This is an optimization exercise on Yosys and OpenROAD, whose aim is small area and a short achievable clock period, not a production implementation.

==> v12: inputs <==
Design MAC, start of the top module:
module MAC(A,B,out,clk,reset);
  input [15:0] A,B;
  input clk,reset;
  output [35:0] out;
  reg [35:0] x;
  reg [35:0] y;
  wire [35:0] acc = out;
  wire [35:0] nx, ny;
  wire na0, nb0;
  INV uia0 (A[0], na0);
  INV uib0 (B[0], nb0);
  wire na1, nb1;
  INV uia1 (A[1], na1);
  INV uib1 (B[1], nb1);
  wire na2, nb2;
  INV uia2 (A[2], na2);
  INV uib2 (B[2], nb2);
  wire na3, nb3;
  INV uia3 (A[3], na3);
  INV uib3 (B[3], nb3);
  wire na4, nb4;
  INV uia4 (A[4], na4);
  INV uib4 (B[4], nb4);
  wire na5, nb5;
  INV uia5 (A[5], na5);
  INV uib5 (B[5], nb5);
  wire na6, nb6;
  INV uia6 (A[6], na6);
  INV uib6 (B[6], nb6);
  wire na7, nb7;
  INV uia7 (A[7], na7);
  INV uib7 (B[7], nb7);
  wire na8, nb8;
  INV uia8 (A[8], na8);
  INV uib8 (B[8], nb8);
  wire na9, nb9;
  INV uia9 (A[9], na9);
  INV uib9 (B[9], nb9);
  wire na10, nb10;
  INV uia10 (A[10], na10);
  INV uib10 (B[10], nb10);
  wire na11, nb11;
  INV uia11 (A[11], na11);
  INV uib11 (B[11], nb11);
  wire na12, nb12;
  INV uia12 (A[12], na12);
  INV uib12 (B[12], nb12);
  wire na13, nb13;
  INV uia13 (A[13], na13);
  INV uib13 (B[13], nb13);
  wire na14, nb14;
  INV uia14 (A[14], na14);
  INV uib14 (B[14], nb14);
  wire na15, nb15;
  INV uia15 (A[15], na15);
  INV uib15 (B[15], nb15);
  wire pp_0_0 = ~(na0 | nb0);
  wire pp_0_1 = ~(na0 | nb1);
  wire pp_0_2 = ~(na0 | nb2);
  wire pp_0_3 = ~(na0 | nb3);
  wire pp_0_4 = ~(na0 | nb4);
  wire pp_0_5 = ~(na0 | nb5);
  wire pp_0_6 = ~(na0 | nb6);
  wire pp_0_7 = ~(na0 | nb7);
  wire pp_0_8 = ~(na0 | nb8);
  wire pp_0_9 = ~(na0 | nb9);
  wire pp_0_10 = ~(na0 | nb10);
  wire pp_0_11 = ~(na0 | nb11);
  wire pp_0_12 = ~(na0 | nb12);
  wire pp_0_13 = ~(na0 | nb13);
  wire pp_0_14 = ~(na0 | nb14);
  wire pp_0_15 = ~(na0 | nb15);
  wire pp_1_0 = ~(na1 | nb0);
  wire pp_1_1 = ~(na1 | nb1);
  wire pp_1_2 = ~(na1 | nb2);
  wire pp_1_3 = ~(na1 | nb3);
  wire pp_1_4 = ~(na1 | nb4);
  wire pp_1_5 = ~(na1 | nb5);
  wire pp_1_6 = ~(na1 | nb6);
  wire pp_1_7 = ~(na1 | nb7);
  wire pp_1_8 = ~(na1 | nb8);
  wire pp_1_9 = ~(na1 | nb9);
  wire pp_1_10 = ~(na1 | nb10);
  wire pp_1_11 = ~(na1 | nb11);
  wire pp_1_12 = ~(na1 | nb12);
  wire pp_1_13 = ~(na1 | nb13);
  wire pp_1_14 = ~(na1 | nb14);
  wire pp_1_15 = ~(na1 | nb15);
  wire pp_2_0 = ~(na2 | nb0);
  ...
export LEC_CHECK = 0
export CAP_MARGIN = 20
export CORE_MARGIN = 2
export CORE_UTILIZATION = 40
export SLEW_MARGIN = 20
export SYNTH_HIERARCHICAL = 1
create_clock -name core_clock -period 18.0 [get_ports {clk}]
standard.sh (not shown) runs the stock make flow with config.mk's settings and CLKGATE_MAP_FILE= SYNTH_SCRIPT=/design/flow/synth_recipe.tcl, a recipe that flattens the netlist after the stock synthesis.
==> flow/flow/run.sh <==
#!/bin/bash
# The standard layout (standard.sh: standard synthesis and ORFS flow, SDC unchanged),
# with a hook after repair_design that sizes the port buffers and the operand inverters
# (hooks.tcl); knobs.sh holds the cell choices. make's output goes to make_flow.log, each
# ORFS step's log to orfs/logs/.
set -euo pipefail
HERE=$(cd "$(dirname "$0")" && pwd)
source "$HERE/knobs.sh"
export PORT_BUF_IN PORT_BUF_OUT OPND_INV
bash standard.sh BUFFER_PORTS_ARGS="-buffer_cell $PORT_BUF_IN" POST_RESIZE_TCL="$HERE/hooks.tcl" SETUP_SLACK_MARGIN=$MARGIN finish > make_flow.log 2>&1
==> flow/flow/hooks.tcl <==
# Sourced by ORFS after repair_design in the resize step (POST_RESIZE_TCL).
# Port buffers: inputs get $::env(PORT_BUF_IN), outputs $::env(PORT_BUF_OUT).
# Inverters fed by an input buffer (the operand inverters of the NOR partial
# products, each driving 16 gates) get $::env(OPND_INV).
set block [ord::get_db_block]
set n_in 0; set n_out 0; set n_inv 0
foreach bterm [$block getBTerms] {
  set net [$bterm getNet]
  if {$net eq "NULL"} continue
  set name [$bterm getName]
  if {$name eq "clk"} continue
  if {[$bterm getIoType] eq "INPUT"} {
    foreach it [$net getITerms] {
      set inst [$it getInst]
      set m [[$inst getMaster] getName]
      if {![string match "sky130_fd_sc_hd__*buf*" $m]} continue
      if {$m ne $::env(PORT_BUF_IN)} { replace_cell [get_cells [$inst getName]] [get_lib_cells $::env(PORT_BUF_IN)] }
      incr n_in
      foreach ot [$inst getITerms] {
        if {![$ot isOutputSignal]} continue
        set onet [$ot getNet]
        if {$onet eq "NULL"} continue
        foreach lt [$onet getITerms] {
          set li [$lt getInst]
          set lm [[$li getMaster] getName]
          if {[string match "sky130_fd_sc_hd__inv_*" $lm] && [$lt isInputSignal] && $::env(OPND_INV) ne ""} {
            replace_cell [get_cells [$li getName]] [get_lib_cells $::env(OPND_INV)]
            incr n_inv
          }
        }
      }
    }
  } else {
    foreach it [$net getITerms] {
      if {![$it isOutputSignal]} continue
      set inst [$it getInst]
      set m [[$inst getMaster] getName]
      if {![string match "sky130_fd_sc_hd__*buf*" $m]} continue
      if {$m ne $::env(PORT_BUF_OUT)} { replace_cell [get_cells [$inst getName]] [get_lib_cells $::env(PORT_BUF_OUT)] }
      incr n_out
    }
  }
}
puts "hooks: $n_in input buffers, $n_out output buffers, $n_inv operand inverters resized"
==> flow/flow/knobs.sh <==
PORT_BUF_IN=sky130_fd_sc_hd__buf_1
PORT_BUF_OUT=sky130_fd_sc_hd__buf_2
OPND_INV=sky130_fd_sc_hd__inv_4
MARGIN=0
==> v18 (differences from v12) <==
--- a/flow/flow/run.sh
+++ b/flow/flow/run.sh
@@ -8,3 +8,3 @@
 source "$HERE/knobs.sh"
-export PORT_BUF_IN PORT_BUF_OUT OPND_INV
+export PORT_BUF_IN PORT_BUF_OUT OPND_INV DOWNSIZE HOOK_MARGIN
 bash standard.sh BUFFER_PORTS_ARGS="-buffer_cell $PORT_BUF_IN" POST_RESIZE_TCL="$HERE/hooks.tcl" SETUP_SLACK_MARGIN=$MARGIN finish > make_flow.log 2>&1
--- a/flow/flow/hooks.tcl
+++ b/flow/flow/hooks.tcl
@@ -44 +44,28 @@
 puts "hooks: $n_in input buffers, $n_out output buffers, $n_inv operand inverters resized"
+
+# Optional: every other cell to its drive-1 size (synthesis picks larger ones for speed),
+# then repair_timing aiming at $::env(HOOK_MARGIN) ns of setup slack, so that only the
+# cells on the paths that set the achieved period are sized up.
+if {[info exists ::env(DOWNSIZE)] && $::env(DOWNSIZE)} {
+  set n_down 0
+  foreach inst [$block getInsts] {
+    set m [[$inst getMaster] getName]
+    if {[string match "*dfrtp*" $m] || [string match "*dfstp*" $m]} continue
+    if {![regexp {^(sky130_fd_sc_hd__[a-z0-9]+)_([0-9]+)$} $m -> base sz]} continue
+    if {$sz <= 1} continue
+    set iname [$inst getName]
+    if {[string match "input*" $iname] || [string match "output*" $iname]} continue
+    if {[string match "sky130_fd_sc_hd__inv*" $m] && $::env(OPND_INV) eq $m} continue
+    set lc [get_lib_cells -quiet ${base}_1]
+    if {$lc eq ""} continue
+    replace_cell [get_cells $iname] $lc
+    incr n_down
+  }
+  puts "hooks: $n_down cells downsized"
+}
+if {[info exists ::env(HOOK_MARGIN)] && $::env(HOOK_MARGIN) > 0} {
+  estimate_parasitics -placement
+  puts "hooks: worst slack before [sta::worst_slack_cmd max]"
+  repair_timing -setup -setup_margin $::env(HOOK_MARGIN) -match_cell_footprint -verbose
+  puts "hooks: worst slack after [sta::worst_slack_cmd max]"
+}
--- a/flow/flow/knobs.sh
+++ b/flow/flow/knobs.sh
@@ -4 +4,3 @@
 MARGIN=0
+DOWNSIZE=1
+HOOK_MARGIN=0
==> comparison <==
In final cell count, v12 and v18 hardly differ. Global-route usage: v18 is lower than v12 (0.30 points). Sequential share of layout area: v12 is lower than v18 (0.33 points). Against v12, the first-iteration DRC count of v18 is larger by 6.1%. Utilization: v12 is higher than v18 (0.81 points). Of v12 and v18, v12 has the higher setup slack (gap 0.66 ns). Against v12, the clock skew of v18 is lower by 0.00077 ns.
==> figures <==
item	v12	v18
Outcome	complete, no violations	complete, no violations
Post-detailed-routing wire length	23,700 um	23,400 um
Proportion of cell area occupied by multi-input gates	69.7%	68.8%
Slowest library cell on the worst path	sky130_fd_sc_hd__o21ai_1	sky130_fd_sc_hd__a21oi_1
Non-clock buffers	71	72
Via count of the first global-routing pass	7,015	6,924
Worst-case setup margin in the final layout	11.09 ns	10.43 ns
Highest achievable clock rate	145 MHz	132 MHz
Capture point of the worst path	out[17]	out[33]
Footprint of the multi-input gates	0.00719 mm2	0.00696 mm2
Crit path depth	9	10
Met2 Wirelength	12,000 um	11,600 um
Portion of the clock cycle consumed by the worst path in the final layout	38.4%	42.1%
Drt first pass iters	4	5
Final Core Density	41.2%	40.4%
Crit path DAT	3.31 ns	3.97 ns
Cell repeated most along the worst path	sky130_fd_sc_hd__a21oi_2	sky130_fd_sc_hd__a21oi_1
No functional check of the RTL was part of any run of this note.

[static timing again, ports no longer ideal]
The results above use ideal ports. As a check the final layouts listed here were re-extracted and re-timed, cells and wires unchanged.
Step 1, drivers: a clkbuf_16 drives clk and a buf_2 each remaining input, both assumed.
Step 2, shift: input delay + t, output delay - t, t = (earliest + latest rising clock arrival at the registers) / 2. This alone moves slack from input paths to output paths.
Three values: ideal, step 1, step 2; two values: the first two.
run	t, ns	slack for setup (ns)	clock arrival spread, ns	slew at the worst register clock pin (ns)
v12	0.398	11.093 / 11.044 / 11.026	0.011 / 0.010	0.07 / 0.07
v18	0.395	10.429 / 10.382 / 10.777	0.010 / 0.010	0.07 / 0.07
After both steps every run listed still meets setup and hold. For v12, which loses most, drivers alone change the setup slack by -0.049 ns; drivers and shift together by -0.067 ns.
